This design comes from an exercise in tuning for small area and a short achievable clock period on the open sky130 flow, not from production work.
Power is estimated from default activity; no workload was simulated.

// alu_stage
module alu_stage(clk, a, b, imm, alu_src, alu_ctl, result, zero);
	input clk;
	input [31:0] a, b;
	input [9:0] imm;
	input alu_src;
	input [2:0] alu_ctl;
	output [31:0] result;
	output zero;
	wire [31:0] se = {{22{imm[9]}}, imm};
	wire is_add = alu_ctl == 3'b000;
	wire is_sub = alu_ctl == 3'b001;
	wire is_neg = alu_ctl == 3'b010;
	wire is_mul = alu_ctl == 3'b011;
	wire is_and = alu_ctl == 3'b100;
	wire is_or  = alu_ctl == 3'b101;
	wire is_xor = alu_ctl == 3'b110;
	wire is_not = alu_ctl == 3'b111;
	wire [31:0] u = (alu_src & (is_add | is_sub)) ? se : b;
	wire p1 = is_add | is_or, q1 = is_and, r1 = is_xor;
	wire p0 = is_sub, q0 = is_or | is_xor;
	wire [31:0] cr = (u & ({32{p1}} | ({32{q1}} & a) | ({32{r1}} & ~a))) |
		(~u & ({32{p0}} | ({32{q0}} & a)));
	wire [15:0] one, two, inv;
	wire [32:0] bx = {b, 1'b0};
	wire k0 = is_mul ? bx[2] : (is_neg | is_sub);
	genvar i;
	generate
		for (i = 0; i < 16; i = i + 1) begin : enc
			wire b0 = bx[2*i], b1 = bx[2*i+1], b2 = bx[2*i+2];
			if (i == 0) begin : d0
				assign one[i] = is_mul ? (b1 ^ b0) : (is_add | is_sub | is_neg | is_not);
				assign two[i] = is_mul & ((b2 & ~b1 & ~b0) | (~b2 & b1 & b0));
				assign inv[i] = is_mul ? b2 : (is_neg | is_not);
			end else begin : dn
				assign one[i] = is_mul & (b1 ^ b0);
				assign two[i] = is_mul & ((b2 & ~b1 & ~b0) | (~b2 & b1 & b0));
				assign inv[i] = is_mul & b2;
			end
		end
	endgenerate
	reg [31:0] an_q, cr_q;
	reg [15:0] onen_q, twon_q, inv_q;
	reg k0_q;
	always@(posedge clk) begin
		an_q <= ~a;
		cr_q <= cr;
		onen_q <= ~one;
		twon_q <= ~two;
		inv_q <= inv;
		k0_q <= k0;
	end
	wire [31:0] pp0;
	boothSel0 bs0_0(onen_q[0], inv_q[0], an_q[0], pp0[0]);
	boothSel bs0_1(onen_q[0], twon_q[0], inv_q[0], an_q[1], an_q[0], pp0[1]);
	boothSel bs0_2(onen_q[0], twon_q[0], inv_q[0], an_q[2], an_q[1], pp0[2]);
	boothSel bs0_3(onen_q[0], twon_q[0], inv_q[0], an_q[3], an_q[2], pp0[3]);
	boothSel bs0_4(onen_q[0], twon_q[0], inv_q[0], an_q[4], an_q[3], pp0[4]);
	boothSel bs0_5(onen_q[0], twon_q[0], inv_q[0], an_q[5], an_q[4], pp0[5]);
	boothSel bs0_6(onen_q[0], twon_q[0], inv_q[0], an_q[6], an_q[5], pp0[6]);
	boothSel bs0_7(onen_q[0], twon_q[0], inv_q[0], an_q[7], an_q[6], pp0[7]);
	boothSel bs0_8(onen_q[0], twon_q[0], inv_q[0], an_q[8], an_q[7], pp0[8]);
  ...
export LEC_CHECK = 0
export ABC_AREA = 1
export CAP_MARGIN = 20
export CORE_MARGIN = 2
export CORE_UTILIZATION = 40
export SLEW_MARGIN = 70
export SYNTH_HIERARCHICAL = 1
export SYNTH_MINIMUM_KEEP_SIZE = 0
create_clock -name core_clock -period 15.0 [get_ports {clk}]
standard.sh (not shown) runs the stock make flow with config.mk's settings and CLKGATE_MAP_FILE= SYNTH_SCRIPT=/design/flow/synth_recipe.tcl, a recipe that flattens the netlist after the stock synthesis.
==> flow/flow/run.sh <==
#!/bin/bash
# Layout flow: the standard flow (the standard.sh), except that
#  - the arithmetic primitive modules (full/half adders, Booth selectors) are
#    synthesized as the library cells given in flow/cells.v (the rest of the
#    design goes through the standard synthesis unchanged), each module kept
#    whole until the final flatten;
#  - ports are buffered with buf_4 cells;
#  - flip-flops driving many pins are upsized before the placement repair.
set -euo pipefail
python3 flow/map.py design.v flow/cells.v design_mapped.v > map.log 2>&1
bash standard.sh VERILOG_FILES="$PWD/design_mapped.v" \
  BUFFER_PORTS_ARGS="-buffer_cell sky130_fd_sc_hd__buf_4" \
  PRE_RESIZE_TCL="$PWD/flow/pre_resize.tcl" finish > standard.log 2>&1
Other scripts of this flow, unchanged in this note and not shown: flow/flow/cells.v, flow/flow/map.py, flow/flow/pre_resize.tcl
==> next run, changes <==
--- a/flow/design.v
+++ b/flow/design.v
@@ -676,23 +676,23 @@
 	fullAdder fa268(s236, s203, t235, t268, s268);
 	fullAdder fa269(s237, s205, t236, t269, s269);
 	fullAdder fa270(s238, s207, t237, t270, s270);
 	assign s271 = s209 ^ t238 ^ s239;
 	wire [31:0] x = {t270, t269, t268, t267, t266, t265, t264, t263, t262, t261, t260, t259, t258, t257, t256, t255, t254, t253, t252, t251, t250, t249, t248, t247, t246, t245, t244, t243, t242, t241, t240, s240};
 	wire [31:0] y = {s271, s270, s269, s268, s267, s266, s265, s264, s263, s262, s261, s260, s259, s258, s257, s256, s255, s254, s253, s252, s251, s250, s249, s248, s247, s246, s245, s244, s243, s242, s241, pp0[0]};
-	wire [26:0] lo = x[25:0] + y[25:0];
-	reg [25:0] lo_q;
+	wire [24:0] lo = x[23:0] + y[23:0];
+	reg [23:0] lo_q;
 	reg c_q;
-	reg [5:0] xh_q, yh_q;
+	reg [7:0] xh_q, yh_q;
 	always@(posedge clk) begin
-		lo_q <= lo[25:0];
-		c_q <= lo[26];
-		xh_q <= x[31:26];
-		yh_q <= y[31:26];
+		lo_q <= lo[23:0];
+		c_q <= lo[24];
+		xh_q <= x[31:24];
+		yh_q <= y[31:24];
 	end
-	wire [6:0] hs = {xh_q, 1'b1} + {yh_q, c_q};
-	wire [5:0] hi = hs[6:1];
+	wire [8:0] hs = {xh_q, 1'b1} + {yh_q, c_q};
+	wire [7:0] hi = hs[8:1];
 	assign result = {hi, lo_q};
-	wire [5:0] hx = xh_q ^ yh_q;
-	wire [5:0] hc = {xh_q[4:0] | yh_q[4:0], c_q};
-	assign zero = (lo_q == 26'b0) & (hx == hc);
+	wire [7:0] hx = xh_q ^ yh_q;
+	wire [7:0] hc = {xh_q[6:0] | yh_q[6:0], c_q};
+	assign zero = (lo_q == 24'b0) & (hx == hc);
 endmodule
Clock power grows by a few percent; utilization is about the same; worst setup slack improves by 210 ps; combinational power shrinks by a few percent; worst hold slack improves by 40 ps.
No functional check of the RTL was part of any run of this note.

[port drivers added, routing unchanged]
Ports are ideal in the flow. The routed layouts listed here were re-timed in OpenROAD.
Step 1: set_driving_cell puts a clkbuf_16 on clk and a buf_2 on each other input, an assumption about the parent block.
Step 2, shift: input delay + t, output delay - t, t = (earliest + latest rising clock arrival at the registers) / 2. This alone moves slack from input paths to output paths.
Three values: ideal ports, drivers, drivers and shift; two values: the first two.
| run | t (ns) | setup slack, ns | slew at the worst register clock pin (ns) |
|---|---|---|---|
| the first run | 0.507 | 9.691 / 9.641 / 9.988 | 0.07 / 0.07 |
| the second run | 0.504 | 9.898 / 9.846 / 10.149 | 0.08 / 0.08 |
After both steps every run listed still meets setup and hold.
